Source: an optimization exercise on an open RTL-to-GDS flow (aim: small area and a short achievable clock period). Production flows keep margins and buffers that such runs may drop.
Where RTL was checked, it was by simulation tests only, not by an equivalence proof against the original.
Only the layout flow was run in run 2; the RTL was not checked for function there.

## flow/design.v (module list and top-level ports; edited modules follow where they fit)
// module FA: 6 lines
// module HA: 6 lines
// module XN2: 5 lines
// module OR2: 5 lines
// module MX: 5 lines
// module X2: 5 lines
// module LSTM: 1752 lines
module LSTM(clk, Of, En, Ci, Cip, In, Ui, Uf, Uk, Uo, Wi, Wk, Wf, Wo, Vo, Bi, Bo, Bf, Bk, PrevH, Cout, Hout);
  // ...
==> flow/flow/run.sh <==
#!/bin/bash
set -euo pipefail
export BUFFER_PORTS_ARGS="-buffer_cell sky130_fd_sc_hd__buf_1"
bash standard.sh > standard_flow.log 2>&1
==> flow/standard.sh <==
#!/bin/bash
# synth_recipe.tcl (not shown) runs the flow's synth.tcl, then flattens the netlist and writes it again
# the make line also repeats each setting of config.mk as NAME=value (left out here)
make -C /OpenROAD-flow-scripts/flow DESIGN_CONFIG=/design/flow/config.mk WORK_HOME=/design/flow/orfs CLKGATE_MAP_FILE= SYNTH_SCRIPT=/design/flow/synth_recipe.tcl "${@:-finish}"
==> flow/config.mk <==
export PLATFORM = sky130hd
export DESIGN_NAME = LSTM
export DESIGN_NICKNAME = LSTM
export VERILOG_FILES = /design/flow/design.v
export SDC_FILE = /design/flow/constraint.sdc
export NUM_CORES = 4
export LEC_CHECK = 0
export CAP_MARGIN = 20
export CORE_MARGIN = 2
export CORE_UTILIZATION = 40
export CTS_BUF_LIST = sky130_fd_sc_hd__clkbuf_8
export SLEW_MARGIN = 20
export SYNTH_HIERARCHICAL = 1
==> flow/constraint.sdc <==
create_clock -name core_clock -period 45.0 [get_ports {clk}]
set_input_delay 9.0000 -clock core_clock [delete_from_list [all_inputs] [get_ports {clk}]]
set_output_delay 9.0000 -clock core_clock [all_outputs]
set_load 0.01 [all_outputs]
==> run notes, run 1 <==
status=no timing/DRC/antenna violations; CP required=approximately 36 ns; busiest grt layer=met2; dpl hpwl=26.9 mm; top-count cell post-synth=nand2_1; area of the multi-input gates=about 13000 um2; max cap viols=0; HP Class=flop to flop; TAP cells=approximately 450; main combinational cell family by area after synthesis=adder cells; RSZ-0062 raised after global routing=false; number of global-route vias before repair=approximately 11000; compound-gate portion of the synthesized area=0.0199; DP Worst Slack=~19 ns; CP startpoint kind=input pin; Period minus WS final=25.92 ns; DRT antenna net count=0; H-tree levels=1; ratio of cells with drive above 1 in the final layout=0.0319; multi-input combinational area share=0.870; Most flops, register=u_r; Synth area leader=fa_1; reg-to-reg endpoint=h_r[7]$_SDFF_PN0_; Buffers excl. clock=146; Skew-Pair Late Insertion Delay=between 0.2 and 0.3 ns; Crit Path Max Fanout=29; fin area=14400 um2; global routing usage on met3=0.0228; All-Layer GR Usage=0.188; final-layout clock-cell area share=0.00348; worst-margin pin slew=just over 0.9 ns
==> run 2: changes to the inputs <==
--- a/flow/design.v
+++ b/flow/design.v
@@ -193,19 +193,22 @@
   FA fa116(.a(pp76), .b(pp81), .ci(c110), .s(s116), .co(c116));
   wire s117, c117;
   FA fa117(.a(c111), .b(s115), .ci(c112), .s(s117), .co(c117));
   wire s118, c118;
   FA fa118(.a(s116), .b(c113), .ci(s117), .s(s118), .co(c118));
   wire s119 = pp64 ^ pp71 ^ pp77;
   wire s120 = pp82 ^ c115 ^ s119;
   wire s121 = c116 ^ s120 ^ c117;
-  wire c122 = pp26 | pp33;
-  wire c123 = s83 | c122;
-  wire c124 = s85 | c123;
+  wire c122;
+  OR2 or122(.a(pp26), .b(pp33), .y(c122));
+  wire c123;
+  OR2 or123(.a(s83), .b(c122), .y(c123));
+  wire c124;
+  OR2 or124(.a(s85), .b(c123), .y(c124));
   wire s125;
   XN2 xn125(.a(s88), .b(c124), .y(s125));
   wire c125;
   OR2 or125(.a(s88), .b(c124), .y(c125));
   wire s126;
   XN2 xn126(.a(s92), .b(c125), .y(s126));
   wire c126;
   OR2 or126(.a(s92), .b(c125), .y(c126));
@@ -222,17 +225,17 @@
   wire c129;
   OR2 or129(.a(s109), .b(c128), .y(c129));
   wire s130, c130;
   FA fa130(.a(s114), .b(c109), .ci(c129), .s(s130), .co(c130));
   wire s131, c131;
   FA fa131(.a(s118), .b(c114), .ci(c130), .s(s131), .co(c131));
   wire w132 = ~c118 ^ ~s121;
   wire x133;
-  X2 xo133(.a(w132), .b(c131), .y(x133));
+  X2 xo133(.a(w132), .b(~c131), .y(x133));
   wire pp134 = ~(PrevH[0] & Ui[0]);
   wire pp135 = ~(PrevH[0] & Ui[1]);
   wire pp136 = ~(PrevH[0] & Ui[2]);
   wire pp137 = ~(PrevH[0] & Ui[3]);
   wire pp138 = ~(PrevH[0] & Ui[4]);
   wire pp139 = ~(PrevH[0] & Ui[5]);
   wire pp140 = ~(PrevH[0] & Ui[6]);
   wire pp141 = ~(PrevH[0] & Ui[7]);
@@ -356,19 +359,22 @@
   FA fa225(.a(pp185), .b(pp190), .ci(c219), .s(s225), .co(c225));
   wire s226, c226;
   FA fa226(.a(c220), .b(s224), .ci(c221), .s(s226), .co(c226));
   wire s227, c227;
   FA fa227(.a(s225), .b(c222), .ci(s226), .s(s227), .co(c227));
   wire s228 = pp173 ^ pp180 ^ pp186;
   wire s229 = pp191 ^ c224 ^ s228;
   wire s230 = c225 ^ s229 ^ c226;
-  wire c231 = pp135 | pp142;
-  wire c232 = s192 | c231;
-  wire c233 = s194 | c232;
+  wire c231;
+  OR2 or231(.a(pp135), .b(pp142), .y(c231));
+  wire c232;
+  OR2 or232(.a(s192), .b(c231), .y(c232));
+  wire c233;
+  OR2 or233(.a(s194), .b(c232), .y(c233));
   wire s234;
   XN2 xn234(.a(s197), .b(c233), .y(s234));
   wire c234;
   OR2 or234(.a(s197), .b(c233), .y(c234));
   wire s235;
   XN2 xn235(.a(s201), .b(c234), .y(s235));
   wire c235;
   OR2 or235(.a(s201), .b(c234), .y(c235));
@@ -385,17 +391,17 @@
   wire c238;
   OR2 or238(.a(s218), .b(c237), .y(c238));
   wire s239, c239;
   FA fa239(.a(s223), .b(c218), .ci(c238), .s(s239), .co(c239));
   wire s240, c240;
   FA fa240(.a(s227), .b(c223), .ci(c239), .s(s240), .co(c240));
   wire w241 = ~c227 ^ ~s230;
   wire x242;
-  X2 xo242(.a(w241), .b(c240), .y(x242));
+  X2 xo242(.a(w241), .b(~c240), .y(x242));
   wire pp243 = ~(In[0] & Wf[0]);
   wire pp244 = ~(In[0] & Wf[1]);
   wire pp245 = ~(In[0] & Wf[2]);
   wire pp246 = ~(In[0] & Wf[3]);
   wire pp247 = ~(In[0] & Wf[4]);
   wire pp248 = ~(In[0] & Wf[5]);
   wire pp249 = ~(In[0] & Wf[6]);
   wire pp250 = ~(In[0] & Wf[7]);
@@ -519,19 +525,22 @@
   FA fa334(.a(pp294), .b(pp299), .ci(c328), .s(s334), .co(c334));
   wire s335, c335;
   FA fa335(.a(c329), .b(s333), .ci(c330), .s(s335), .co(c335));
   wire s336, c336;
   FA fa336(.a(s334), .b(c331), .ci(s335), .s(s336), .co(c336));
   wire s337 = pp282 ^ pp289 ^ pp295;
   wire s338 = pp300 ^ c333 ^ s337;
   wire s339 = c334 ^ s338 ^ c335;
-  wire c340 = pp244 | pp251;
-  wire c341 = s301 | c340;
-  wire c342 = s303 | c341;
+  wire c340;
+  OR2 or340(.a(pp244), .b(pp251), .y(c340));
+  wire c341;
+  OR2 or341(.a(s301), .b(c340), .y(c341));
+  wire c342;
+  OR2 or342(.a(s303), .b(c341), .y(c342));
   wire s343;
   XN2 xn343(.a(s306), .b(c342), .y(s343));
   wire c343;
   OR2 or343(.a(s306), .b(c342), .y(c343));
   wire s344;
   XN2 xn344(.a(s310), .b(c343), .y(s344));
   wire c344;
   OR2 or344(.a(s310), .b(c343), .y(c344));
@@ -548,17 +557,17 @@
   wire c347;
   OR2 or347(.a(s327), .b(c346), .y(c347));
   wire s348, c348;
   FA fa348(.a(s332), .b(c327), .ci(c347), .s(s348), .co(c348));
   wire s349, c349;
   FA fa349(.a(s336), .b(c332), .ci(c348), .s(s349), .co(c349));
   wire w350 = ~c336 ^ ~s339;
   wire x351;
-  X2 xo351(.a(w350), .b(c349), .y(x351));
+  X2 xo351(.a(w350), .b(~c349), .y(x351));
   wire pp352 = ~(In[0] & Wk[0]);
   wire pp353 = ~(In[0] & Wk[1]);
   wire pp354 = ~(In[0] & Wk[2]);
   wire pp355 = ~(In[0] & Wk[3]);
   wire pp356 = ~(In[0] & Wk[4]);
   wire pp357 = ~(In[0] & Wk[5]);
   wire pp358 = ~(In[0] & Wk[6]);
   wire pp359 = ~(In[0] & Wk[7]);
@@ -682,19 +691,22 @@
   FA fa443(.a(pp403), .b(pp408), .ci(c437), .s(s443), .co(c443));
   wire s444, c444;
   FA fa444(.a(c438), .b(s442), .ci(c439), .s(s444), .co(c444));
   wire s445, c445;
   FA fa445(.a(s443), .b(c440), .ci(s444), .s(s445), .co(c445));
   wire s446 = pp391 ^ pp398 ^ pp404;
   wire s447 = pp409 ^ c442 ^ s446;
   wire s448 = c443 ^ s447 ^ c444;
-  wire c449 = pp353 | pp360;
-  wire c450 = s410 | c449;
-  wire c451 = s412 | c450;
+  wire c449;
+  OR2 or449(.a(pp353), .b(pp360), .y(c449));
+  wire c450;
+  OR2 or450(.a(s410), .b(c449), .y(c450));
+  wire c451;
+  OR2 or451(.a(s412), .b(c450), .y(c451));
   wire s452;
   XN2 xn452(.a(s415), .b(c451), .y(s452));
   wire c452;
   OR2 or452(.a(s415), .b(c451), .y(c452));
   wire s453;
   XN2 xn453(.a(s419), .b(c452), .y(s453));
   wire c453;
   OR2 or453(.a(s419), .b(c452), .y(c453));
@@ -711,17 +723,17 @@
   wire c456;
   OR2 or456(.a(s436), .b(c455), .y(c456));
   wire s457, c457;
   FA fa457(.a(s441), .b(c436), .ci(c456), .s(s457), .co(c457));
   wire s458, c458;
   FA fa458(.a(s445), .b(c441), .ci(c457), .s(s458), .co(c458));
   wire w459 = ~c445 ^ ~s448;
   wire x460;
-  X2 xo460(.a(w459), .b(c458), .y(x460));
+  X2 xo460(.a(w459), .b(~c458), .y(x460));
   wire pp461 = ~(PrevH[0] & Uk[0]);
   wire pp462 = ~(PrevH[0] & Uk[1]);
   wire pp463 = ~(PrevH[0] & Uk[2]);
   wire pp464 = ~(PrevH[0] & Uk[3]);
   wire pp465 = ~(PrevH[0] & Uk[4]);
   wire pp466 = ~(PrevH[0] & Uk[5]);
   wire pp467 = ~(PrevH[0] & Uk[6]);
   wire pp468 = ~(PrevH[0] & Uk[7]);
@@ -845,19 +857,22 @@
   FA fa552(.a(pp512), .b(pp517), .ci(c546), .s(s552), .co(c552));
   wire s553, c553;
   FA fa553(.a(c547), .b(s551), .ci(c548), .s(s553), .co(c553));
   wire s554, c554;
   FA fa554(.a(s552), .b(c549), .ci(s553), .s(s554), .co(c554));
   wire s555 = pp500 ^ pp507 ^ pp513;
   wire s556 = pp518 ^ c551 ^ s555;
   wire s557 = c552 ^ s556 ^ c553;
-  wire c558 = pp462 | pp469;
-  wire c559 = s519 | c558;
-  wire c560 = s521 | c559;
+  wire c558;
+  OR2 or558(.a(pp462), .b(pp469), .y(c558));
+  wire c559;
+  OR2 or559(.a(s519), .b(c558), .y(c559));
+  wire c560;
+  OR2 or560(.a(s521), .b(c559), .y(c560));
   wire s561;
   XN2 xn561(.a(s524), .b(c560), .y(s561));
   wire c561;
   OR2 or561(.a(s524), .b(c560), .y(c561));
   wire s562;
   XN2 xn562(.a(s528), .b(c561), .y(s562));
   wire c562;
   OR2 or562(.a(s528), .b(c561), .y(c562));
@@ -874,17 +889,17 @@
   wire c565;
   OR2 or565(.a(s545), .b(c564), .y(c565));
   wire s566, c566;
   FA fa566(.a(s550), .b(c545), .ci(c565), .s(s566), .co(c566));
   wire s567, c567;
   FA fa567(.a(s554), .b(c550), .ci(c566), .s(s567), .co(c567));
   wire w568 = ~c554 ^ ~s557;
   wire x569;
-  X2 xo569(.a(w568), .b(c567), .y(x569));
+  X2 xo569(.a(w568), .b(~c567), .y(x569));
   wire pp570 = ~(In[0] & Wo[0]);
   wire pp571 = ~(In[0] & Wo[1]);
   wire pp572 = ~(In[0] & Wo[2]);
   wire pp573 = ~(In[0] & Wo[3]);
   wire pp574 = ~(In[0] & Wo[4]);
   wire pp575 = ~(In[0] & Wo[5]);
   wire pp576 = ~(In[0] & Wo[6]);
   wire pp577 = ~(In[0] & Wo[7]);
@@ -1008,19 +1023,22 @@
   FA fa661(.a(pp621), .b(pp626), .ci(c655), .s(s661), .co(c661));
   wire s662, c662;
   FA fa662(.a(c656), .b(s660), .ci(c657), .s(s662), .co(c662));
   wire s663, c663;
   FA fa663(.a(s661), .b(c658), .ci(s662), .s(s663), .co(c663));
   wire s664 = pp609 ^ pp616 ^ pp622;
   wire s665 = pp627 ^ c660 ^ s664;
   wire s666 = c661 ^ s665 ^ c662;
-  wire c667 = pp571 | pp578;
-  wire c668 = s628 | c667;
-  wire c669 = s630 | c668;
+  wire c667;
+  OR2 or667(.a(pp571), .b(pp578), .y(c667));
+  wire c668;
+  OR2 or668(.a(s628), .b(c667), .y(c668));
+  wire c669;
+  OR2 or669(.a(s630), .b(c668), .y(c669));
   wire s670;
   XN2 xn670(.a(s633), .b(c669), .y(s670));
   wire c670;
   OR2 or670(.a(s633), .b(c669), .y(c670));
   wire s671;
   XN2 xn671(.a(s637), .b(c670), .y(s671));
   wire c671;
   OR2 or671(.a(s637), .b(c670), .y(c671));
@@ -1037,17 +1055,17 @@
   wire c674;
   OR2 or674(.a(s654), .b(c673), .y(c674));
   wire s675, c675;
   FA fa675(.a(s659), .b(c654), .ci(c674), .s(s675), .co(c675));
   wire s676, c676;
   FA fa676(.a(s663), .b(c659), .ci(c675), .s(s676), .co(c676));
   wire w677 = ~c663 ^ ~s666;
   wire x678;
-  X2 xo678(.a(w677), .b(c676), .y(x678));
+  X2 xo678(.a(w677), .b(~c676), .y(x678));
   wire pp679 = ~(PrevH[0] & Uo[0]);
   wire pp680 = ~(PrevH[0] & Uo[1]);
   wire pp681 = ~(PrevH[0] & Uo[2]);
   wire pp682 = ~(PrevH[0] & Uo[3]);
   wire pp683 = ~(PrevH[0] & Uo[4]);
   wire pp684 = ~(PrevH[0] & Uo[5]);
   wire pp685 = ~(PrevH[0] & Uo[6]);
   wire pp686 = ~(PrevH[0] & Uo[7]);
@@ -1171,19 +1189,22 @@
   FA fa770(.a(pp730), .b(pp735), .ci(c764), .s(s770), .co(c770));
   wire s771, c771;
   FA fa771(.a(c765), .b(s769), .ci(c766), .s(s771), .co(c771));
   wire s772, c772;
   FA fa772(.a(s770), .b(c767), .ci(s771), .s(s772), .co(c772));
   wire s773 = pp718 ^ pp725 ^ pp731;
   wire s774 = pp736 ^ c769 ^ s773;
   wire s775 = c770 ^ s774 ^ c771;
-  wire c776 = pp680 | pp687;
-  wire c777 = s737 | c776;
-  wire c778 = s739 | c777;
+  wire c776;
+  OR2 or776(.a(pp680), .b(pp687), .y(c776));
+  wire c777;
+  OR2 or777(.a(s737), .b(c776), .y(c777));
+  wire c778;
+  OR2 or778(.a(s739), .b(c777), .y(c778));
   wire s779;
   XN2 xn779(.a(s742), .b(c778), .y(s779));
   wire c779;
   OR2 or779(.a(s742), .b(c778), .y(c779));
   wire s780;
   XN2 xn780(.a(s746), .b(c779), .y(s780));
   wire c780;
   OR2 or780(.a(s746), .b(c779), .y(c780));
@@ -1200,17 +1221,17 @@
   wire c783;
   OR2 or783(.a(s763), .b(c782), .y(c783));
   wire s784, c784;
   FA fa784(.a(s768), .b(c763), .ci(c783), .s(s784), .co(c784));
   wire s785, c785;
   FA fa785(.a(s772), .b(c768), .ci(c784), .s(s785), .co(c785));
   wire w786 = ~c772 ^ ~s775;
   wire x787;
-  X2 xo787(.a(w786), .b(c785), .y(x787));
+  X2 xo787(.a(w786), .b(~c785), .y(x787));
   wire pp788 = ~(Ci[0] & Vo[0]);
   wire pp789 = ~(Ci[0] & Vo[1]);
   wire pp790 = ~(Ci[0] & Vo[2]);
   wire pp791 = ~(Ci[0] & Vo[3]);
   wire pp792 = ~(Ci[0] & Vo[4]);
   wire pp793 = ~(Ci[0] & Vo[5]);
   wire pp794 = ~(Ci[0] & Vo[6]);
   wire pp795 = ~(Ci[0] & Vo[7]);
@@ -1334,19 +1355,22 @@
   FA fa879(.a(pp839), .b(pp844), .ci(c873), .s(s879), .co(c879));
   wire s880, c880;
   FA fa880(.a(c874), .b(s878), .ci(c875), .s(s880), .co(c880));
   wire s881, c881;
   FA fa881(.a(s879), .b(c876), .ci(s880), .s(s881), .co(c881));
   wire s882 = pp827 ^ pp834 ^ pp840;
   wire s883 = pp845 ^ c878 ^ s882;
   wire s884 = c879 ^ s883 ^ c880;
-  wire c885 = pp789 | pp796;
-  wire c886 = s846 | c885;
-  wire c887 = s848 | c886;
+  wire c885;
+  OR2 or885(.a(pp789), .b(pp796), .y(c885));
+  wire c886;
+  OR2 or886(.a(s846), .b(c885), .y(c886));
+  wire c887;
+  OR2 or887(.a(s848), .b(c886), .y(c887));
   wire s888;
   XN2 xn888(.a(s851), .b(c887), .y(s888));
   wire c888;
   OR2 or888(.a(s851), .b(c887), .y(c888));
   wire s889;
   XN2 xn889(.a(s855), .b(c888), .y(s889));
   wire c889;
   OR2 or889(.a(s855), .b(c888), .y(c889));
@@ -1363,48 +1387,48 @@
   wire c892;
   OR2 or892(.a(s872), .b(c891), .y(c892));
   wire s893, c893;
   FA fa893(.a(s877), .b(c872), .ci(c892), .s(s893), .co(c893));
   wire s894, c894;
   FA fa894(.a(s881), .b(c877), .ci(c893), .s(s894), .co(c894));
   wire w895 = ~c881 ^ ~s884;
   wire x896;
-  X2 xo896(.a(w895), .b(c894), .y(x896));
+  X2 xo896(.a(w895), .b(~c894), .y(x896));
   wire s897, c897;
   FA fa897(.a(s125), .b(s234), .ci(~Cip), .s(s897), .co(c897));
   wire s898, c898;
   FA fa898(.a(s126), .b(s235), .ci(c897), .s(s898), .co(c898));
   wire s899, c899;
   FA fa899(.a(s127), .b(s236), .ci(c898), .s(s899), .co(c899));
   wire s900, c900;
   FA fa900(.a(s128), .b(s237), .ci(c899), .s(s900), .co(c900));
   wire s901, c901;
   FA fa901(.a(s129), .b(s238), .ci(c900), .s(s901), .co(c901));
   wire s902, c902;
   FA fa902(.a(s130), .b(s239), .ci(c901), .s(s902), .co(c902));
   wire s903, c903;
   FA fa903(.a(s131), .b(s240), .ci(c902), .s(s903), .co(c903));
   wire s904, c904;
-  FA fa904(.a(x133), .b(x242), .ci(c903), .s(s904), .co(c904));
+  FA fa904(.a(x133), .b(x242), .ci(~c903), .s(s904), .co(c904));
   wire s905, c905;
-  FA fa905(.a(s897), .b(w1), .ci(c904), .s(s905), .co(c905));
+  FA fa905(.a(s897), .b(w1), .ci(~c904), .s(s905), .co(c905));
   wire s906, c906;
   FA fa906(.a(s898), .b(w2), .ci(c905), .s(s906), .co(c906));
   wire s907, c907;
   FA fa907(.a(s899), .b(w3), .ci(c906), .s(s907), .co(c907));
   wire s908, c908;
   FA fa908(.a(s900), .b(w4), .ci(c907), .s(s908), .co(c908));
   wire s909, c909;
   FA fa909(.a(s901), .b(w5), .ci(c908), .s(s909), .co(c909));
   wire s910, c910;
   FA fa910(.a(s902), .b(w6), .ci(c909), .s(s910), .co(c910));
   wire s911, c911;
   FA fa911(.a(s903), .b(w7), .ci(c910), .s(s911), .co(c911));
-  wire s912 = s904 ^ w8 ^ c911;
+  wire s912 = ~s904 ^ w8 ^ c911;
   wire s913;
   XN2 xn913(.a(s343), .b(w1), .y(s913));
   wire c913;
   OR2 or913(.a(s343), .b(w1), .y(c913));
   wire s914, c914;
   FA fa914(.a(s344), .b(w2), .ci(c913), .s(s914), .co(c914));
   wire s915, c915;
   FA fa915(.a(s345), .b(w3), .ci(c914), .s(s915), .co(c915));
@@ -1412,23 +1436,23 @@
   FA fa916(.a(s346), .b(w4), .ci(c915), .s(s916), .co(c916));
   wire s917, c917;
   FA fa917(.a(s347), .b(w5), .ci(c916), .s(s917), .co(c917));
   wire s918, c918;
   FA fa918(.a(s348), .b(w6), .ci(c917), .s(s918), .co(c918));
   wire s919, c919;
   FA fa919(.a(s349), .b(w7), .ci(c918), .s(s919), .co(c919));
   wire s920, c920;
-  FA fa920(.a(x351), .b(w8), .ci(c919), .s(s920), .co(c920));
-  wire w921 = &{~s913, ~s914, ~s915, ~s916, ~s917, ~s918, ~s919, ~s920};
-  wire w922 = ~c920 | (~x351 & w921);
+  FA fa920(.a(~x351), .b(w8), .ci(c919), .s(s920), .co(c920));
+  wire w921 = &{~s343 ^ Bi[0], ~s344 ^ Bi[1], ~s345 ^ Bi[2], ~s346 ^ Bi[3], ~s347 ^ Bi[4], ~s348 ^ Bi[5], ~s349 ^ Bi[6], x351 ^ Bi[7]};
+  wire w922 = ~c920 | (x351 & w921);
   wire s923;
-  XN2 xn923(.a(s913), .b(x351), .y(s923));
+  XN2 xn923(.a(s913), .b(~x351), .y(s923));
   wire c923;
-  OR2 or923(.a(s913), .b(x351), .y(c923));
+  OR2 or923(.a(s913), .b(~x351), .y(c923));
   wire s924;
   XN2 xn924(.a(s914), .b(c923), .y(s924));
   wire c924;
   OR2 or924(.a(s914), .b(c923), .y(c924));
   wire s925;
   XN2 xn925(.a(s915), .b(c924), .y(s925));
   wire c925;
   OR2 or925(.a(s915), .b(c924), .y(c925));
@@ -1443,17 +1467,18 @@
   wire s928;
   XN2 xn928(.a(s918), .b(c927), .y(s928));
   wire c928;
   OR2 or928(.a(s918), .b(c927), .y(c928));
   wire s929;
   XN2 xn929(.a(s919), .b(c928), .y(s929));
   wire c929;
   OR2 or929(.a(s919), .b(c928), .y(c929));
-  wire s930 = ~(s920 ^ c929);
+  wire s930;
+  XN2 xn930(.a(s920), .b(c929), .y(s930));
   wire s931;
   XN2 xn931(.a(s452), .b(s561), .y(s931));
   wire c931;
   OR2 or931(.a(s452), .b(s561), .y(c931));
   wire s932, c932;
   FA fa932(.a(s453), .b(s562), .ci(c931), .s(s932), .co(c932));
   wire s933, c933;
   FA fa933(.a(s454), .b(s563), .ci(c932), .s(s933), .co(c933));
@@ -1461,17 +1486,17 @@
   FA fa934(.a(s455), .b(s564), .ci(c933), .s(s934), .co(c934));
   wire s935, c935;
   FA fa935(.a(s456), .b(s565), .ci(c934), .s(s935), .co(c935));
   wire s936, c936;
   FA fa936(.a(s457), .b(s566), .ci(c935), .s(s936), .co(c936));
   wire s937, c937;
   FA fa937(.a(s458), .b(s567), .ci(c936), .s(s937), .co(c937));
   wire s938, c938;
-  FA fa938(.a(x460), .b(x569), .ci(c937), .s(s938), .co(c938));
+  FA fa938(.a(x460), .b(x569), .ci(~c937), .s(s938), .co(c938));
   wire s939;
   XN2 xn939(.a(s931), .b(w9), .y(s939));
   wire c939;
   OR2 or939(.a(s931), .b(w9), .y(c939));
   wire s940, c940;
   FA fa940(.a(s932), .b(w10), .ci(c939), .s(s940), .co(c940));
   wire s941, c941;
   FA fa941(.a(s933), .b(w11), .ci(c940), .s(s941), .co(c941));
@@ -1479,306 +1504,314 @@
   FA fa942(.a(s934), .b(w12), .ci(c941), .s(s942), .co(c942));
   wire s943, c943;
   FA fa943(.a(s935), .b(w13), .ci(c942), .s(s943), .co(c943));
   wire s944, c944;
   FA fa944(.a(s936), .b(w14), .ci(c943), .s(s944), .co(c944));
   wire s945, c945;
   FA fa945(.a(s937), .b(w15), .ci(c944), .s(s945), .co(c945));
   wire s946, c946;
-  FA fa946(.a(s938), .b(w16), .ci(c945), .s(s946), .co(c946));
-  wire w947 = &{~s931, ~s932, ~s933, ~s934, ~s935, ~s936, ~s937, ~s938};
-  wire w948 = &{~s939, ~s940, ~s941, ~s942, ~s943, ~s944, ~s945, ~s946};
-  wire w949 = (&{~s940, ~s941, ~s942, ~s943, ~s944, ~s945, ~s946}) & ~(~s939);
-  wire w950 = &Bk;
-  wire w951 = ~c938 | (w922 & w947);
-  wire w952 = ~c946 | (~c938 & w948);
-  wire w953 = w947 ? w950 : (~c946 | w948 | (~c938 & w949));
-  wire m954;
-  MX mx954(.s(w922), .a(w953), .b(w952), .y(m954));
-  wire w955 = w922 ^ w951;
-  wire w956 = w922 & w951;
-  wire s957;
-  XN2 xn957(.a(s939), .b(~w955), .y(s957));
-  wire c957;
-  OR2 or957(.a(s939), .b(~w955), .y(c957));
-  wire s958, c958;
-  FA fa958(.a(s940), .b(~w956), .ci(c957), .s(s958), .co(c958));
-  wire s959;
-  XN2 xn959(.a(s941), .b(c958), .y(s959));
-  wire c959;
-  OR2 or959(.a(s941), .b(c958), .y(c959));
-  wire s960;
-  XN2 xn960(.a(s942), .b(c959), .y(s960));
-  wire c960;
-  OR2 or960(.a(s942), .b(c959), .y(c960));
-  wire s961;
-  XN2 xn961(.a(s943), .b(c960), .y(s961));
-  wire c961;
-  OR2 or961(.a(s943), .b(c960), .y(c961));
-  wire s962;
-  XN2 xn962(.a(s944), .b(c961), .y(s962));
-  wire c962;
-  OR2 or962(.a(s944), .b(c961), .y(c962));
-  wire s963;
-  XN2 xn963(.a(s945), .b(c962), .y(s963));
-  wire c963;
-  OR2 or963(.a(s945), .b(c962), .y(c963));
-  wire s964 = ~(s946 ^ c963);
-  wire s965, c965;
-  HA ha965(.a(s905), .b(s957), .s(s965), .co(c965));
-  wire s966, c966;
-  FA fa966(.a(s906), .b(s958), .ci(c965), .s(s966), .co(c966));
-  wire s967, c967;
-  FA fa967(.a(s907), .b(s959), .ci(c966), .s(s967), .co(c967));
-  wire s968, c968;
-  FA fa968(.a(s908), .b(s960), .ci(c967), .s(s968), .co(c968));
-  wire s969, c969;
-  FA fa969(.a(s909), .b(s961), .ci(c968), .s(s969), .co(c969));
-  wire s970, c970;
-  FA fa970(.a(s910), .b(s962), .ci(c969), .s(s970), .co(c970));
-  wire s971, c971;
-  FA fa971(.a(s911), .b(s963), .ci(c970), .s(s971), .co(c971));
-  wire s972, c972;
-  FA fa972(.a(s912), .b(s964), .ci(c971), .s(s972), .co(c972));
-  wire [8:0] u_d = {c972, s972, s971, s970, s969, s968, s967, s966, s965};
-  wire [7:0] ft_d = {s930, s929, s928, s927, s926, s925, s924, s923};
-  wire s973, c973;
-  HA ha973(.a(ft_r[0]), .b(Ci[0]), .s(s973), .co(c973));
-  wire s974, c974;
-  FA fa974(.a(ft_r[1]), .b(Ci[1]), .ci(c973), .s(s974), .co(c974));
-  wire s975, c975;
-  FA fa975(.a(ft_r[2]), .b(Ci[2]), .ci(c974), .s(s975), .co(c975));
+  FA fa946(.a(~s938), .b(w16), .ci(c945), .s(s946), .co(c946));
+  wire w947 = &{~s452 ^ ~s561, ~s453 ^ ~s562, ~s454 ^ ~s563, ~s455 ^ ~s564, ~s456 ^ ~s565, ~s457 ^ ~s566, ~s458 ^ ~s567, x460 ^ x569};
+  wire w948 = &{~s931 ^ Bk[0], ~s932 ^ Bk[1], ~s933 ^ Bk[2], ~s934 ^ Bk[3], ~s935 ^ Bk[4], ~s936 ^ Bk[5], ~s937 ^ Bk[6], s938 ^ Bk[7]};
+  wire w949 = &Bk;
+  wire w950 = c938 | (w922 & w947);
+  wire w951 = ~c946 | w948;
+  wire w952 = ~Bk[1];
+  wire w953 = Bk[2] ^ (&Bk[1:1]);
+  wire w954 = Bk[3] ^ (&Bk[2:1]);
+  wire w955 = Bk[4] ^ (&Bk[3:1]);
+  wire w956 = Bk[5] ^ (&Bk[4:1]);
+  wire w957 = Bk[6] ^ (&Bk[5:1]);
+  wire w958 = Bk[7] ^ (&Bk[6:1]);
+  wire w959 = &Bk[7:1];
+  wire w960 = ~s931 & Bk[0];
+  wire w961 = (~s932 & w952) | (~s932 & w960) | (w952 & w960);
+  wire w962 = (~s933 & w953) | (~s933 & w961) | (w953 & w961);
+  wire w963 = (~s934 & w954) | (~s934 & w962) | (w954 & w962);
+  wire w964 = (~s935 & w955) | (~s935 & w963) | (w955 & w963);
+  wire w965 = (~s936 & w956) | (~s936 & w964) | (w956 & w964);
+  wire w966 = (~s937 & w957) | (~s937 & w965) | (w957 & w965);
+  wire w967 = (s938 & w958) | (s938 & w966) | (w958 & w966);
+  wire w968 = w959 | w967;
+  wire m969;
+  MX mx969(.s(c938), .a(w951), .b(~c946), .y(m969));
+  wire m970;
+  MX mx970(.s(c938), .a(w968), .b(w951), .y(m970));
+  wire m971;
+  MX mx971(.s(w947), .a(w949), .b(m970), .y(m971));
+  wire m972;
+  MX mx972(.s(w922), .a(m971), .b(m969), .y(m972));
+  wire w973 = w922 ^ w950;
+  wire w974 = w922 & w950;
+  wire s975;
+  XN2 xn975(.a(s939), .b(~w973), .y(s975));
+  wire c975;
+  OR2 or975(.a(s939), .b(~w973), .y(c975));
   wire s976, c976;
-  FA fa976(.a(ft_r[3]), .b(Ci[3]), .ci(c975), .s(s976), .co(c976));
-  wire s977, c977;
-  FA fa977(.a(ft_r[4]), .b(Ci[4]), .ci(c976), .s(s977), .co(c977));
-  wire s978, c978;
-  FA fa978(.a(ft_r[5]), .b(Ci[5]), .ci(c977), .s(s978), .co(c978));
-  wire s979, c979;
-  FA fa979(.a(ft_r[6]), .b(Ci[6]), .ci(c978), .s(s979), .co(c979));
-  wire s980, c980;
-  FA fa980(.a(ft_r[7]), .b(Ci[7]), .ci(c979), .s(s980), .co(c980));
-  wire s981, c981;
-  HA ha981(.a(u_r[0]), .b(s973), .s(s981), .co(c981));
-  wire s982, c982;
-  FA fa982(.a(u_r[1]), .b(s974), .ci(c981), .s(s982), .co(c982));
+  FA fa976(.a(s940), .b(~w974), .ci(c975), .s(s976), .co(c976));
+  wire s977;
+  XN2 xn977(.a(s941), .b(c976), .y(s977));
+  wire c977;
+  OR2 or977(.a(s941), .b(c976), .y(c977));
+  wire s978;
+  XN2 xn978(.a(s942), .b(c977), .y(s978));
+  wire c978;
+  OR2 or978(.a(s942), .b(c977), .y(c978));
+  wire s979;
+  XN2 xn979(.a(s943), .b(c978), .y(s979));
+  wire c979;
+  OR2 or979(.a(s943), .b(c978), .y(c979));
+  wire s980;
+  XN2 xn980(.a(s944), .b(c979), .y(s980));
+  wire c980;
+  OR2 or980(.a(s944), .b(c979), .y(c980));
+  wire s981;
+  XN2 xn981(.a(s945), .b(c980), .y(s981));
+  wire c981;
+  OR2 or981(.a(s945), .b(c980), .y(c981));
+  wire s982;
+  XN2 xn982(.a(s946), .b(c981), .y(s982));
   wire s983, c983;
-  FA fa983(.a(u_r[2]), .b(s975), .ci(c982), .s(s983), .co(c983));
+  HA ha983(.a(s905), .b(s975), .s(s983), .co(c983));
   wire s984, c984;
-  FA fa984(.a(u_r[3]), .b(s976), .ci(c983), .s(s984), .co(c984));
+  FA fa984(.a(s906), .b(s976), .ci(c983), .s(s984), .co(c984));
   wire s985, c985;
-  FA fa985(.a(u_r[4]), .b(s977), .ci(c984), .s(s985), .co(c985));
+  FA fa985(.a(s907), .b(s977), .ci(c984), .s(s985), .co(c985));
   wire s986, c986;
-  FA fa986(.a(u_r[5]), .b(s978), .ci(c985), .s(s986), .co(c986));
+  FA fa986(.a(s908), .b(s978), .ci(c985), .s(s986), .co(c986));
   wire s987, c987;
-  FA fa987(.a(u_r[6]), .b(s979), .ci(c986), .s(s987), .co(c987));
+  FA fa987(.a(s909), .b(s979), .ci(c986), .s(s987), .co(c987));
   wire s988, c988;
-  FA fa988(.a(u_r[7]), .b(s980), .ci(c987), .s(s988), .co(c988));
+  FA fa988(.a(s910), .b(s980), .ci(c987), .s(s988), .co(c988));
   wire s989, c989;
-  FA fa989(.a(u_r[8]), .b(c980), .ci(c988), .s(s989), .co(c989));
-  wire [9:0] P989 = {c989, s989, s988, s987, s986, s985, s984, s983, s982, s981};
-  wire w990 = &{u_r[0], u_r[1], u_r[2], u_r[3], u_r[4], u_r[5], u_r[6], u_r[7]};
-  wire w991 = &{s973, s974, s975, s976, s977, s978, s979, s980};
-  wire w992 = u_r[8] | (0 & w990);
-  wire w993 = c980 | (w992 & w991);
-  wire w994 = ((w992 & w993) ? ({1'b0, P989} + 11'd0 >= 11'd766) : ((w992 | w993) ? ({1'b0, P989} + 11'd0 >= 11'd511) : ({1'b0, P989} + 11'd0 >= 11'd256)));
-  wire w995 = 0 ^ w992 ^ w993;
-  wire w996 = (0 & w992) | (0 & w993) | (w992 & w993);
-  wire w997 = u_r[8] | (1 & w990);
-  wire w998 = c980 | (w997 & w991);
-  wire w999 = ((w997 & w998) ? ({1'b0, P989} + 11'd1 >= 11'd766) : ((w997 | w998) ? ({1'b0, P989} + 11'd1 >= 11'd511) : ({1'b0, P989} + 11'd1 >= 11'd256)));
-  wire w1000 = 1 ^ w997 ^ w998;
-  wire w1001 = (1 & w997) | (1 & w998) | (w997 & w998);
-  wire w1002 = m954 ? w999 : w994;
+  FA fa989(.a(s911), .b(s981), .ci(c988), .s(s989), .co(c989));
+  wire s990, c990;
+  FA fa990(.a(s912), .b(s982), .ci(c989), .s(s990), .co(c990));
+  wire [8:0] u_d = {c990, s990, s989, s988, s987, s986, s985, s984, s983};
+  wire [7:0] ft_d = {s930, s929, s928, s927, s926, s925, s924, s923};
+  wire s991, c991;
+  HA ha991(.a(ft_r[0]), .b(Ci[0]), .s(s991), .co(c991));
+  wire s992, c992;
+  FA fa992(.a(ft_r[1]), .b(Ci[1]), .ci(c991), .s(s992), .co(c992));
+  wire s993, c993;
+  FA fa993(.a(ft_r[2]), .b(Ci[2]), .ci(c992), .s(s993), .co(c993));
+  wire s994, c994;
+  FA fa994(.a(ft_r[3]), .b(Ci[3]), .ci(c993), .s(s994), .co(c994));
+  wire s995, c995;
+  FA fa995(.a(ft_r[4]), .b(Ci[4]), .ci(c994), .s(s995), .co(c995));
+  wire s996, c996;
+  FA fa996(.a(ft_r[5]), .b(Ci[5]), .ci(c995), .s(s996), .co(c996));
+  wire s997, c997;
+  FA fa997(.a(ft_r[6]), .b(Ci[6]), .ci(c996), .s(s997), .co(c997));
+  wire s998, c998;
+  FA fa998(.a(ft_r[7]), .b(Ci[7]), .ci(c997), .s(s998), .co(c998));
+  wire s999, c999;
+  HA ha999(.a(u_r[0]), .b(s991), .s(s999), .co(c999));
+  wire s1000, c1000;
+  FA fa1000(.a(u_r[1]), .b(s992), .ci(c999), .s(s1000), .co(c1000));
+  wire s1001, c1001;
+  FA fa1001(.a(u_r[2]), .b(s993), .ci(c1000), .s(s1001), .co(c1001));
+  wire s1002, c1002;
+  FA fa1002(.a(u_r[3]), .b(s994), .ci(c1001), .s(s1002), .co(c1002));
   wire s1003, c1003;
-  HA ha1003(.a(s981), .b(w995), .s(s1003), .co(c1003));
+  FA fa1003(.a(u_r[4]), .b(s995), .ci(c1002), .s(s1003), .co(c1003));
   wire s1004, c1004;
-  FA fa1004(.a(s982), .b(w996), .ci(c1003), .s(s1004), .co(c1004));
+  FA fa1004(.a(u_r[5]), .b(s996), .ci(c1003), .s(s1004), .co(c1004));
   wire s1005, c1005;
-  HA ha1005(.a(s983), .b(c1004), .s(s1005), .co(c1005));
+  FA fa1005(.a(u_r[6]), .b(s997), .ci(c1004), .s(s1005), .co(c1005));
   wire s1006, c1006;
-  HA ha1006(.a(s984), .b(c1005), .s(s1006), .co(c1006));
+  FA fa1006(.a(u_r[7]), .b(s998), .ci(c1005), .s(s1006), .co(c1006));
   wire s1007, c1007;
-  HA ha1007(.a(s985), .b(c1006), .s(s1007), .co(c1007));
-  wire s1008, c1008;
-  HA ha1008(.a(s986), .b(c1007), .s(s1008), .co(c1008));
-  wire s1009, c1009;
-  HA ha1009(.a(s987), .b(c1008), .s(s1009), .co(c1009));
-  wire s1010 = s988 ^ c1009;
-  wire s1011, c1011;
-  HA ha1011(.a(s981), .b(w1000), .s(s1011), .co(c1011));
-  wire s1012, c1012;
-  FA fa1012(.a(s982), .b(w1001), .ci(c1011), .s(s1012), .co(c1012));
-  wire s1013, c1013;
-  HA ha1013(.a(s983), .b(c1012), .s(s1013), .co(c1013));
-  wire s1014, c1014;
-  HA ha1014(.a(s984), .b(c1013), .s(s1014), .co(c1014));
-  wire s1015, c1015;
-  HA ha1015(.a(s985), .b(c1014), .s(s1015), .co(c1015));
-  wire s1016, c1016;
-  HA ha1016(.a(s986), .b(c1015), .s(s1016), .co(c1016));
-  wire s1017, c1017;
-  HA ha1017(.a(s987), .b(c1016), .s(s1017), .co(c1017));
-  wire s1018 = s988 ^ c1017;
-  wire m1019;
-  MX mx1019(.s(m954), .a(s1011), .b(s1003), .y(m1019));
-  wire m1020;
-  MX mx1020(.s(m954), .a(s1012), .b(s1004), .y(m1020));
-  wire m1021;
-  MX mx1021(.s(m954), .a(s1013), .b(s1005), .y(m1021));
-  wire m1022;
-  MX mx1022(.s(m954), .a(s1014), .b(s1006), .y(m1022));
-  wire m1023;
-  MX mx1023(.s(m954), .a(s1015), .b(s1007), .y(m1023));
-  wire m1024;
-  MX mx1024(.s(m954), .a(s1016), .b(s1008), .y(m1024));
-  wire m1025;
-  MX mx1025(.s(m954), .a(s1017), .b(s1009), .y(m1025));
-  wire m1026;
-  MX mx1026(.s(m954), .a(s1018), .b(s1010), .y(m1026));
-  wire [7:0] cout_w = {m1026, m1025, m1024, m1023, m1022, m1021, m1020, m1019};
-  wire s1027;
-  XN2 xn1027(.a(s670), .b(s779), .y(s1027));
-  wire c1027;
-  OR2 or1027(.a(s670), .b(s779), .y(c1027));
-  wire s1028, c1028;
-  FA fa1028(.a(s671), .b(s780), .ci(c1027), .s(s1028), .co(c1028));
+  FA fa1007(.a(u_r[8]), .b(c998), .ci(c1006), .s(s1007), .co(c1007));
+  wire [9:0] P1007 = {c1007, s1007, s1006, s1005, s1004, s1003, s1002, s1001, s1000, s999};
+  wire w1008 = &{u_r[0], u_r[1], u_r[2], u_r[3], u_r[4], u_r[5], u_r[6], u_r[7]};
+  wire w1009 = &{s991, s992, s993, s994, s995, s996, s997, s998};
+  wire w1010 = u_r[8] | (0 & w1008);
+  wire w1011 = c998 | (w1010 & w1009);
+  wire w1012 = ((w1010 & w1011) ? ({1'b0, P1007} + 11'd0 >= 11'd766) : ((w1010 | w1011) ? ({1'b0, P1007} + 11'd0 >= 11'd511) : ({1'b0, P1007} + 11'd0 >= 11'd256)));
+  wire w1013 = 0 ^ w1010 ^ w1011;
+  wire w1014 = (0 & w1010) | (0 & w1011) | (w1010 & w1011);
+  wire w1015 = u_r[8] | (1 & w1008);
+  wire w1016 = c998 | (w1015 & w1009);
+  wire w1017 = ((w1015 & w1016) ? ({1'b0, P1007} + 11'd1 >= 11'd766) : ((w1015 | w1016) ? ({1'b0, P1007} + 11'd1 >= 11'd511) : ({1'b0, P1007} + 11'd1 >= 11'd256)));
+  wire w1018 = 1 ^ w1015 ^ w1016;
+  wire w1019 = (1 & w1015) | (1 & w1016) | (w1015 & w1016);
+  wire w1020 = m972 ? w1017 : w1012;
+  wire s1021, c1021;
+  HA ha1021(.a(s999), .b(w1013), .s(s1021), .co(c1021));
+  wire s1022, c1022;
+  FA fa1022(.a(s1000), .b(w1014), .ci(c1021), .s(s1022), .co(c1022));
+  wire s1023, c1023;
+  HA ha1023(.a(s1001), .b(c1022), .s(s1023), .co(c1023));
+  wire s1024, c1024;
+  HA ha1024(.a(s1002), .b(c1023), .s(s1024), .co(c1024));
+  wire s1025, c1025;
+  HA ha1025(.a(s1003), .b(c1024), .s(s1025), .co(c1025));
+  wire s1026, c1026;
+  HA ha1026(.a(s1004), .b(c1025), .s(s1026), .co(c1026));
+  wire s1027, c1027;
+  HA ha1027(.a(s1005), .b(c1026), .s(s1027), .co(c1027));
+  wire s1028 = s1006 ^ c1027;
   wire s1029, c1029;
-  FA fa1029(.a(s672), .b(s781), .ci(c1028), .s(s1029), .co(c1029));
+  HA ha1029(.a(s999), .b(w1018), .s(s1029), .co(c1029));
   wire s1030, c1030;
-  FA fa1030(.a(s673), .b(s782), .ci(c1029), .s(s1030), .co(c1030));
+  FA fa1030(.a(s1000), .b(w1019), .ci(c1029), .s(s1030), .co(c1030));
   wire s1031, c1031;
-  FA fa1031(.a(s674), .b(s783), .ci(c1030), .s(s1031), .co(c1031));
+  HA ha1031(.a(s1001), .b(c1030), .s(s1031), .co(c1031));
   wire s1032, c1032;
-  FA fa1032(.a(s675), .b(s784), .ci(c1031), .s(s1032), .co(c1032));
+  HA ha1032(.a(s1002), .b(c1031), .s(s1032), .co(c1032));
   wire s1033, c1033;
-  FA fa1033(.a(s676), .b(s785), .ci(c1032), .s(s1033), .co(c1033));
+  HA ha1033(.a(s1003), .b(c1032), .s(s1033), .co(c1033));
   wire s1034, c1034;
-  FA fa1034(.a(x678), .b(x787), .ci(c1033), .s(s1034), .co(c1034));
-  wire s1035;
-  XN2 xn1035(.a(s888), .b(w17), .y(s1035));
-  wire c1035;
-  OR2 or1035(.a(s888), .b(w17), .y(c1035));
-  wire s1036, c1036;
-  FA fa1036(.a(s889), .b(w18), .ci(c1035), .s(s1036), .co(c1036));
-  wire s1037, c1037;
-  FA fa1037(.a(s890), .b(w19), .ci(c1036), .s(s1037), .co(c1037));
-  wire s1038, c1038;
-  FA fa1038(.a(s891), .b(w20), .ci(c1037), .s(s1038), .co(c1038));
-  wire s1039, c1039;
-  FA fa1039(.a(s892), .b(w21), .ci(c1038), .s(s1039), .co(c1039));
-  wire s1040, c1040;
-  FA fa1040(.a(s893), .b(w22), .ci(c1039), .s(s1040), .co(c1040));
-  wire s1041, c1041;
-  FA fa1041(.a(s894), .b(w23), .ci(c1040), .s(s1041), .co(c1041));
-  wire s1042, c1042;
-  FA fa1042(.a(x896), .b(w24), .ci(c1041), .s(s1042), .co(c1042));
-  wire s1043;
-  XN2 xn1043(.a(s1027), .b(s1035), .y(s1043));
-  wire c1043;
-  OR2 or1043(.a(s1027), .b(s1035), .y(c1043));
-  wire s1044, c1044;
-  FA fa1044(.a(s1028), .b(s1036), .ci(c1043), .s(s1044), .co(c1044));
-  wire s1045, c1045;
-  FA fa1045(.a(s1029), .b(s1037), .ci(c1044), .s(s1045), .co(c1045));
+  HA ha1034(.a(s1004), .b(c1033), .s(s1034), .co(c1034));
+  wire s1035, c1035;
+  HA ha1035(.a(s1005), .b(c1034), .s(s1035), .co(c1035));
+  wire s1036 = s1006 ^ c1035;
+  wire m1037;
+  MX mx1037(.s(m972), .a(s1029), .b(s1021), .y(m1037));
+  wire m1038;
+  MX mx1038(.s(m972), .a(s1030), .b(s1022), .y(m1038));
+  wire m1039;
+  MX mx1039(.s(m972), .a(s1031), .b(s1023), .y(m1039));
+  wire m1040;
+  MX mx1040(.s(m972), .a(s1032), .b(s1024), .y(m1040));
+  wire m1041;
+  MX mx1041(.s(m972), .a(s1033), .b(s1025), .y(m1041));
+  wire m1042;
+  MX mx1042(.s(m972), .a(s1034), .b(s1026), .y(m1042));
+  wire m1043;
+  MX mx1043(.s(m972), .a(s1035), .b(s1027), .y(m1043));
+  wire m1044;
+  MX mx1044(.s(m972), .a(s1036), .b(s1028), .y(m1044));
+  wire [7:0] cout_w = {m1044, m1043, m1042, m1041, m1040, m1039, m1038, m1037};
+  wire s1045;
+  XN2 xn1045(.a(s670), .b(s779), .y(s1045));
+  wire c1045;
+  OR2 or1045(.a(s670), .b(s779), .y(c1045));
   wire s1046, c1046;
-  FA fa1046(.a(s1030), .b(s1038), .ci(c1045), .s(s1046), .co(c1046));
+  FA fa1046(.a(s671), .b(s780), .ci(c1045), .s(s1046), .co(c1046));
   wire s1047, c1047;
-  FA fa1047(.a(s1031), .b(s1039), .ci(c1046), .s(s1047), .co(c1047));
+  FA fa1047(.a(s672), .b(s781), .ci(c1046), .s(s1047), .co(c1047));
   wire s1048, c1048;
-  FA fa1048(.a(s1032), .b(s1040), .ci(c1047), .s(s1048), .co(c1048));
+  FA fa1048(.a(s673), .b(s782), .ci(c1047), .s(s1048), .co(c1048));
   wire s1049, c1049;
-  FA fa1049(.a(s1033), .b(s1041), .ci(c1048), .s(s1049), .co(c1049));
+  FA fa1049(.a(s674), .b(s783), .ci(c1048), .s(s1049), .co(c1049));
   wire s1050, c1050;
-  FA fa1050(.a(s1034), .b(s1042), .ci(c1049), .s(s1050), .co(c1050));
+  FA fa1050(.a(s675), .b(s784), .ci(c1049), .s(s1050), .co(c1050));
   wire s1051, c1051;
-  FA fa1051(.a(c1034), .b(c1042), .ci(c1050), .s(s1051), .co(c1051));
-  wire [9:0] P1051 = {~c1051, ~s1051, ~s1050, ~s1049, ~s1048, ~s1047, ~s1046, ~s1045, ~s1044, ~s1043};
-  wire w1052 = &{~s1027, ~s1028, ~s1029, ~s1030, ~s1031, ~s1032, ~s1033, ~s1034};
-  wire w1053 = &{~s1035, ~s1036, ~s1037, ~s1038, ~s1039, ~s1040, ~s1041, ~s1042};
-  wire w1054 = ~c1034 | (0 & w1052);
-  wire w1055 = ~c1042 | (w1054 & w1053);
-  wire w1056 = ((w1054 & w1055) ? ({1'b0, P1051} + 11'd0 >= 11'd766) : ((w1054 | w1055) ? ({1'b0, P1051} + 11'd0 >= 11'd511) : ({1'b0, P1051} + 11'd0 >= 11'd256)));
-  wire w1057 = 0 ^ w1054 ^ w1055;
-  wire w1058 = (0 & w1054) | (0 & w1055) | (w1054 & w1055);
-  wire w1059 = ~c1034 | (1 & w1052);
-  wire w1060 = ~c1042 | (w1059 & w1053);
-  wire w1061 = ((w1059 & w1060) ? ({1'b0, P1051} + 11'd1 >= 11'd766) : ((w1059 | w1060) ? ({1'b0, P1051} + 11'd1 >= 11'd511) : ({1'b0, P1051} + 11'd1 >= 11'd256)));
-  wire w1062 = 1 ^ w1059 ^ w1060;
-  wire w1063 = (1 & w1059) | (1 & w1060) | (w1059 & w1060);
-  wire w1064 = &{~s1043, ~s1044, ~s1045, ~s1046, ~s1047, ~s1048, ~s1049};
-  wire w1065 = &{~s1044, ~s1045, ~s1046, ~s1047, ~s1048, ~s1049};
-  wire w1066 = (&{~s1045, ~s1046, ~s1047, ~s1048, ~s1049}) & (~s1044 | ~s1043);
-  wire w1067 = &{~s1027, ~s1028, ~s1029, ~s1030, ~s1031, ~s1032, ~s1033, ~s1034};
-  wire w1068 = &{~s1035, ~s1036, ~s1037, ~s1038, ~s1039, ~s1040, ~s1041, ~s1042};
-  wire w1069 = ~c1034 | (0 & w1067);
-  wire w1070 = ~c1042 | (w1069 & w1068);
-  wire w1071 = ~w1069 & ~w1070;
-  wire w1072 = w1069 ^ w1070;
-  wire w1073 = ~(w1069 & w1070);
-  wire w1074 = w1073 | (~s1050 & w1065);
-  wire w1075 = w1071 | (w1072 & ~s1050 & w1064);
-  wire o1076;
-  OR2 ok1076(.a(~c1051), .b(w1075), .y(o1076));
-  wire m1077;
-  MX mx1077(.s(~c1051), .a(w1074), .b(1'b0), .y(m1077));
-  wire m1078;
-  MX mx1078(.s(~s1051), .a(o1076), .b(m1077), .y(m1078));
-  wire w1079 = ~c1034 | (1 & w1067);
-  wire w1080 = ~c1042 | (w1079 & w1068);
-  wire w1081 = ~w1079 & ~w1080;
-  wire w1082 = w1079 ^ w1080;
-  wire w1083 = ~(w1079 & w1080);
-  wire w1084 = w1083 | (~s1050 & w1066);
-  wire w1085 = w1081 | (w1082 & ~s1050 & w1065);
-  wire w1086 = w1081 & ~s1050 & w1064;
-  wire o1087;
-  OR2 ok1087(.a(~c1051), .b(w1085), .y(o1087));
-  wire m1088;
-  MX mx1088(.s(~c1051), .a(w1084), .b(w1086), .y(m1088));
-  wire m1089;
-  MX mx1089(.s(~s1051), .a(o1087), .b(m1088), .y(m1089));
-  wire m1090;
-  MX mx1090(.s(w994), .a(m1089), .b(m1078), .y(m1090));
-  wire m1091;
-  MX mx1091(.s(w999), .a(m1089), .b(m1078), .y(m1091));
-  wire m1092;
-  MX mx1092(.s(m954), .a(m1091), .b(m1090), .y(m1092));
-  wire w1093 = w1002 ? w1062 : w1057;
-  wire w1094 = w1002 ? w1063 : w1058;
-  wire s1095;
-  XN2 xn1095(.a(s1043), .b(~w1093), .y(s1095));
-  wire c1095;
-  OR2 or1095(.a(s1043), .b(~w1093), .y(c1095));
-  wire s1096, c1096;
-  FA fa1096(.a(s1044), .b(~w1094), .ci(c1095), .s(s1096), .co(c1096));
-  wire s1097;
-  XN2 xn1097(.a(s1045), .b(c1096), .y(s1097));
-  wire c1097;
-  OR2 or1097(.a(s1045), .b(c1096), .y(c1097));
-  wire s1098;
-  XN2 xn1098(.a(s1046), .b(c1097), .y(s1098));
-  wire c1098;
-  OR2 or1098(.a(s1046), .b(c1097), .y(c1098));
-  wire s1099;
-  XN2 xn1099(.a(s1047), .b(c1098), .y(s1099));
-  wire c1099;
-  OR2 or1099(.a(s1047), .b(c1098), .y(c1099));
-  wire s1100;
-  XN2 xn1100(.a(s1048), .b(c1099), .y(s1100));
-  wire c1100;
-  OR2 or1100(.a(s1048), .b(c1099), .y(c1100));
-  wire s1101;
-  XN2 xn1101(.a(s1049), .b(c1100), .y(s1101));
-  wire c1101;
-  OR2 or1101(.a(s1049), .b(c1100), .y(c1101));
-  wire s1102 = ~(s1050 ^ c1101);
-  wire [7:0] h_d = {s1102, s1101, s1100, s1099, s1098, s1097, s1096, s1095};
+  FA fa1051(.a(s676), .b(s785), .ci(c1050), .s(s1051), .co(c1051));
+  wire s1052, c1052;
+  FA fa1052(.a(x678), .b(x787), .ci(~c1051), .s(s1052), .co(c1052));
+  wire s1053;
+  XN2 xn1053(.a(s888), .b(w17), .y(s1053));
+  wire c1053;
+  OR2 or1053(.a(s888), .b(w17), .y(c1053));
+  wire s1054, c1054;
+  FA fa1054(.a(s889), .b(w18), .ci(c1053), .s(s1054), .co(c1054));
+  wire s1055, c1055;
+  FA fa1055(.a(s890), .b(w19), .ci(c1054), .s(s1055), .co(c1055));
+  wire s1056, c1056;
+  FA fa1056(.a(s891), .b(w20), .ci(c1055), .s(s1056), .co(c1056));
+  wire s1057, c1057;
+  FA fa1057(.a(s892), .b(w21), .ci(c1056), .s(s1057), .co(c1057));
+  wire s1058, c1058;
+  FA fa1058(.a(s893), .b(w22), .ci(c1057), .s(s1058), .co(c1058));
+  wire s1059, c1059;
+  FA fa1059(.a(s894), .b(w23), .ci(c1058), .s(s1059), .co(c1059));
+  wire s1060, c1060;
+  FA fa1060(.a(~x896), .b(w24), .ci(c1059), .s(s1060), .co(c1060));
+  wire s1061;
+  XN2 xn1061(.a(s1045), .b(s1053), .y(s1061));
+  wire c1061;
+  OR2 or1061(.a(s1045), .b(s1053), .y(c1061));
+  wire s1062, c1062;
+  FA fa1062(.a(s1046), .b(s1054), .ci(c1061), .s(s1062), .co(c1062));
+  wire s1063, c1063;
+  FA fa1063(.a(s1047), .b(s1055), .ci(c1062), .s(s1063), .co(c1063));
+  wire s1064, c1064;
+  FA fa1064(.a(s1048), .b(s1056), .ci(c1063), .s(s1064), .co(c1064));
+  wire s1065, c1065;
+  FA fa1065(.a(s1049), .b(s1057), .ci(c1064), .s(s1065), .co(c1065));
+  wire s1066, c1066;
+  FA fa1066(.a(s1050), .b(s1058), .ci(c1065), .s(s1066), .co(c1066));
+  wire s1067, c1067;
+  FA fa1067(.a(s1051), .b(s1059), .ci(c1066), .s(s1067), .co(c1067));
+  wire s1068, c1068;
+  FA fa1068(.a(~s1052), .b(s1060), .ci(c1067), .s(s1068), .co(c1068));
+  wire w1069 = &{~s670 ^ ~s779, ~s671 ^ ~s780, ~s672 ^ ~s781, ~s673 ^ ~s782, ~s674 ^ ~s783, ~s675 ^ ~s784, ~s676 ^ ~s785, x678 ^ x787};
+  wire w1070 = &{~s888 ^ Bo[0], ~s889 ^ Bo[1], ~s890 ^ Bo[2], ~s891 ^ Bo[3], ~s892 ^ Bo[4], ~s893 ^ Bo[5], ~s894 ^ Bo[6], x896 ^ Bo[7]};
+  wire w1071 = &{~s1061, ~s1062, ~s1063, ~s1064, ~s1065, ~s1066, ~s1067};
+  wire w1072 = &{~s1062, ~s1063, ~s1064, ~s1065, ~s1066, ~s1067};
+  wire w1073 = (&{~s1063, ~s1064, ~s1065, ~s1066, ~s1067}) & (~s1062 | ~s1061);
+  wire w1074 = c1052 | (0 & w1069);
+  wire w1075 = ~c1060 | (w1074 & w1070);
+  wire w1076 = ~w1074 & ~w1075;
+  wire w1077 = w1074 ^ w1075;
+  wire w1078 = ~(w1074 & w1075);
+  wire w1079 = w1078 | (~s1068 & w1072);
+  wire w1080 = w1076 | (w1077 & ~s1068 & w1071);
+  wire w1081 = (c1052 ^ ~c1060 ^ 1'b0) ? ((c1052 & ~c1060) | w1080) : ((c1052 & ~c1060) ? w1079 : 1'b0);
+  wire w1082 = (c1052 ^ ~c1060 ^ 1'b1) ? ((c1052 | ~c1060) | w1080) : ((c1052 | ~c1060) ? w1079 : 1'b0);
+  wire m1083;
+  MX mx1083(.s(~c1068), .a(w1082), .b(w1081), .y(m1083));
+  wire w1084 = 0 ^ w1074 ^ w1075;
+  wire w1085 = (0 & w1074) | (0 & w1075) | (w1074 & w1075);
+  wire w1086 = c1052 | (1 & w1069);
+  wire w1087 = ~c1060 | (w1086 & w1070);
+  wire w1088 = ~w1086 & ~w1087;
+  wire w1089 = w1086 ^ w1087;
+  wire w1090 = ~(w1086 & w1087);
+  wire w1091 = w1090 | (~s1068 & w1073);
+  wire w1092 = w1088 | (w1089 & ~s1068 & w1072);
+  wire w1093 = w1088 & ~s1068 & w1071;
+  wire w1094 = (c1052 ^ ~c1060 ^ 1'b0) ? ((c1052 & ~c1060) | w1092) : ((c1052 & ~c1060) ? w1091 : w1093);
+  wire w1095 = (c1052 ^ ~c1060 ^ 1'b1) ? ((c1052 | ~c1060) | w1092) : ((c1052 | ~c1060) ? w1091 : w1093);
+  wire m1096;
+  MX mx1096(.s(~c1068), .a(w1095), .b(w1094), .y(m1096));
+  wire w1097 = 1 ^ w1086 ^ w1087;
+  wire w1098 = (1 & w1086) | (1 & w1087) | (w1086 & w1087);
+  wire m1099;
+  MX mx1099(.s(w1012), .a(m1096), .b(m1083), .y(m1099));
+  wire m1100;
+  MX mx1100(.s(w1017), .a(m1096), .b(m1083), .y(m1100));
+  wire m1101;
+  MX mx1101(.s(m972), .a(m1100), .b(m1099), .y(m1101));
+  wire w1102 = w1020 ? w1097 : w1084;
+  wire w1103 = w1020 ? w1098 : w1085;
+  wire s1104;
+  XN2 xn1104(.a(s1061), .b(~w1102), .y(s1104));
+  wire c1104;
+  OR2 or1104(.a(s1061), .b(~w1102), .y(c1104));
+  wire s1105, c1105;
+  FA fa1105(.a(s1062), .b(~w1103), .ci(c1104), .s(s1105), .co(c1105));
+  wire s1106;
+  XN2 xn1106(.a(s1063), .b(c1105), .y(s1106));
+  wire c1106;
+  OR2 or1106(.a(s1063), .b(c1105), .y(c1106));
+  wire s1107;
+  XN2 xn1107(.a(s1064), .b(c1106), .y(s1107));
+  wire c1107;
+  OR2 or1107(.a(s1064), .b(c1106), .y(c1107));
+  wire s1108;
+  XN2 xn1108(.a(s1065), .b(c1107), .y(s1108));
+  wire c1108;
+  OR2 or1108(.a(s1065), .b(c1107), .y(c1108));
+  wire s1109;
+  XN2 xn1109(.a(s1066), .b(c1108), .y(s1109));
+  wire c1109;
+  OR2 or1109(.a(s1066), .b(c1108), .y(c1109));
+  wire s1110;
+  XN2 xn1110(.a(s1067), .b(c1109), .y(s1110));
+  wire c1110;
+  OR2 or1110(.a(s1067), .b(c1109), .y(c1110));
+  wire s1111;
+  XN2 xn1111(.a(s1068), .b(c1110), .y(s1111));
+  wire [7:0] h_d = {s1111, s1110, s1109, s1108, s1107, s1106, s1105, s1104};
   always @(posedge clk) begin
     u_r  <= En ? u_d  : 9'd0;
     ft_r <= En ? ft_d : 8'd0;
     h_r  <= En ? h_d  : 8'd0;
   end
   assign Hout = h_r;
   assign Cout = cout_w;
-  assign Of = m1092;
+  assign Of = m1101;
 endmodule
==> run notes, run 2 <==
All-Layer GR Usage=0.185 (was 0.188); area of the die=37000 um2 (was 35300 um2); critical path class=input pin to primary output (unchanged); initial core utilization=0.408 (was 0.405); nets=2084 (was 1985); r2r setup slk=36.71 ns (was 37.09 ns); syn_nets=2014 (was 1920); CP Launch Point=Ci[1] (was In[1]); Layout fillers=3404 (was 3316); ratio of cells with drive above 1 in the final layout=0.0307 (was 0.0319); Skew-Pair Late Insertion Delay=0.27 ns (was 0.28 ns); drt total wl=32.7 mm (was 31.6 mm); status=no timing/DRC/antenna violations (unchanged); area of the multi-input gates=13100 um2 (was 12500 um2); hold_sp=u_r[8]$_SDFF_PN0_ (unchanged); CP startpoint kind=input pin (unchanged); most common cell after layout, fill and taps aside=nand2_1 (unchanged); # DRC=0 (unchanged); Distinct cells, synth=49 (was 56); number of I/O port buffers=131 (unchanged); Congestion Overflow GR=0 (unchanged); max cap viols=0 (unchanged); Die Height=192 um (was 188 um); placed cell count=1982 (was 1884); TritonCTS clock tree=yes (unchanged); Fmax=0.0386 GHz (about the same); Final Hold Fails=0 (unchanged); largest net degree at the start of global routing=33 (unchanged); Synth Register Bits=25 (unchanged); Setup crit end kind=primary output (unchanged); Regs by FF count=u_r (9), ft_r (8), h_r (8) (unchanged); Num CTS Buffers=3 (unchanged); final setup vio count=0 (unchanged); CP required=36.00 ns (about the same); Via density=5.10 (was 5.11); cells after synthesis=1462 (was 1376); post-synthesis cell area=14200 um2 (was 13500 um2); Worst-path clk slew=0.10 ns (about the same); Commonest cells post-synth=nand2_1, fa_1, xnor2_1, or2_1, clkbuf_1 (unchanged); most frequent cells in the layout=nand2_1, fa_1, xnor2_1, buf_1, or2_1 (was nand2_1, fa_1, buf_1, xnor2_1, or2_1); Root Buffer=clkbuf_8 (unchanged); H-tree levels=1 (unchanged); Ports=148 (unchanged); number of global-route vias before repair=10900 (was 10600); dpl hpwl=27.8 mm (was 26.9 mm); antenna violations before repair=4 (was 5); Most flops, register=u_r (unchanged); Pins Over Slew Limit=0 (unchanged); relative slew slack=0.496 (was 0.384); Final Non-Filler Cells=1988 (was 1890); Final period util=0.576 (about the same); Slowest-stage cell, CP=fa_1 (unchanged); slowest stage delay, CP=0.52 ns (was 0.60 ns); Crit Path Max Fanout=9 (was 29); DIE WIDTH=192 um (was 188 um); CP top delay family=adder cells (unchanged); # clock sinks=25 (unchanged); max reg flops=9 (unchanged); synth warn=7 (unchanged); routed len/inst=16.4 um (was 16.7 um); worst-margin pin slew=0.757 ns (was 0.924 ns); FP Rows=68 (was 67); Clock Path Buffers=2 (unchanged); Synth area leaders=fa_1, nand2_1, xnor2_1 (unchanged); RSZ-0062 raised after global routing=false (unchanged); DRT antenna net count=0 (unchanged); post-synth top area share=0.547 (was 0.574); Final Core Density=0.434 (was 0.431); number of flops mapped to enable cells by yosys=0 (unchanged); syn avg cell area=9.70 um2 (was 9.84 um2); top-count cell post-synth=nand2_1 (unchanged); Period minus WS final=25.91 ns (was 25.92 ns); Seq/Total Area, Yosys=0.0353 (was 0.0370); RD Place Congestion=0.864 (was 0.823); DR vias=10100 (was 9667); Synth area leader=fa_1 (unchanged); post-CTS setup buffers=0 (unchanged); WP buf/inv=2 (was 3); asr flop ratio synth=0 (unchanged); post-cts repair resize count=0 (unchanged); HP Class=flop to flop (unchanged); Placeable Area=34700 um2 (was 33400 um2); first drt pass iteration count=5 (unchanged); hold_buf cts=0 (unchanged); Layout area overhead=6.36% (was 6.38%); first-pass GRT wire length=54.3 mm (was 53.2 mm); Primary FF master, synth=dfxtp_1 (unchanged); initial drt markers=402 (was 563); final setup TNS=0 ns (unchanged); Crit path top cell by count=fa_1 (unchanged); Storage cell area=500 um2 (unchanged); reg2reg start=ft_r[0]$_SDFF_PN0_ (unchanged); Max Clock Skew=0.00840 ns (was 0.00540 ns)
## run 2: changes by cell type in the layout (fill, tap and decap cells not counted), sizes merged, moves of 3 or more
cell | before | now
inv | 43 | 67
or2 | 70 | 91
xor2 | 18 | 37
xnor2 | 121 | 139
nor2 | 20 | 8
ha | 25 | 34
nand2 | 454 | 463
nand4 | 19 | 10
o21ai | 4 | 11
nor4 | 11 | 7
and2 | 29 | 26
mux2i | 0 | 3
nor3 | 2 | 5
## run 2: routing by layer
metal  routed length (um)  track usage  vias to the layer above  share of wire
li1                     -            -                     4568              -
met1                13700        0.247                     5273           0.42
met2                16900        0.336                      271           0.52
met3                 1610       0.0159                       28          0.049
met4                  390       0.0206                        4          0.012
met5                   21            0                        -        0.00064
## run 2: worst register-to-register path, stage by stage (launching register included)
cell and delay (ns):
dfxtp_1 0.31, ha_1 0.20, fa_1 0.49, fa_1 0.44, fa_1 0.41, fa_1 0.41, fa_1 0.40, fa_1 0.39
fa_1 0.39, fa_1 0.40, fa_1 0.64, inv_1 0.15, or4_4 0.56, o2111ai_2 0.11, o31ai_2 0.13, o31ai_4 0.28
mux2i_1 0.15, or2_1 0.25, fa_1 0.40, or2_1 0.26, or2_1 0.25, or2_1 0.26, or2_1 0.25, or2_1 0.24
xnor2_1 0.31, and2_1 0.17
## run 2: cell type report
class / instances / area share
multi-input combinational: 1288 / 0.868
tap: 455 / 0.0378
inverter: 66 / 0.0164
clock inverter: 1 / 0.000581
timing repair buffer: 148 / 0.0411
sequential: 25 / 0.0332
antenna: 2 / 0.000332
clock buffer: 3 / 0.00274
## run 2: cells by family after synthesis
kind of cell             after synthesis  synth area share
AND/OR/NAND/NOR                      628             0.195
adder cells (fa/ha/maj)              422             0.577
XOR/XNOR                             176             0.109
buffers and inverters                149            0.0416
AO/OA/AOI/OAI                         42            0.0219
flip-flops                            25            0.0353
multiplexers                          20            0.0201
## run 2: per-module statistics from Yosys (local to each module, per instance)
module,copies in the design,flops+latches,cell area [um2],cells
HA,15,0,12.5,1
X2,8,0,8.76,1
XN2,68,0,8.76,1
OR2,89,0,6.26,1
MX,17,0,15.0,1
LSTM,1,25,4760,878
FA,387,0,20.0,1
## run 2: final timing paths
| check | endpoint | cells after the start |
|---|---|---|
| worst max-delay path | Of | 25 |
| worst min-delay path | h_r[0]$_SDFF_PN0_ | 8 |
| worst max register to register | h_r[7]$_SDFF_PN0_ | 25 |
| worst min register to register | h_r[0]$_SDFF_PN0_ | 8 |
## run 2: per-stage QoR
stage	setup WS (ns)	hold WS, ns	area [um2]
after floorplan	19.54	1.23	14200
after global placement	19.19	1.38	15000
after detailed placement	19.10	1.40	15000
after CTS	19.10	1.41	15100
after global routing	18.69	1.52	15100
final	19.09	1.42	15100

## static timing again, ports no longer ideal
No port has a modelled driver above. Below, the same layouts with a new extraction and two added sets of constraints.
Step 1: set_driving_cell puts a clkbuf_16 on clk and a buf_2 on each other input, an assumption about the parent block.
Step 2 also shifts input and output timing later by t, the mid clock arrival at the registers, as if the neighbouring blocks saw the same clock.
Three values: no drivers, after step 1, after step 2; two values: the first two.
run	t, ns	setup WS [ns]	worst setup path after step 2	latest minus earliest clock arrival (ns)
run 1	0.311	19.080 / 19.055 / 19.055	input to output	0.005 / 0.005
run 2	0.290	19.086 / 19.060 / 19.060	input to output	0.009 / 0.009
After both steps setup and hold are still met in every run listed. The setup slack of run 2, which loses most, moves by -0.026 ns with the drivers and by -0.026 ns with both steps.
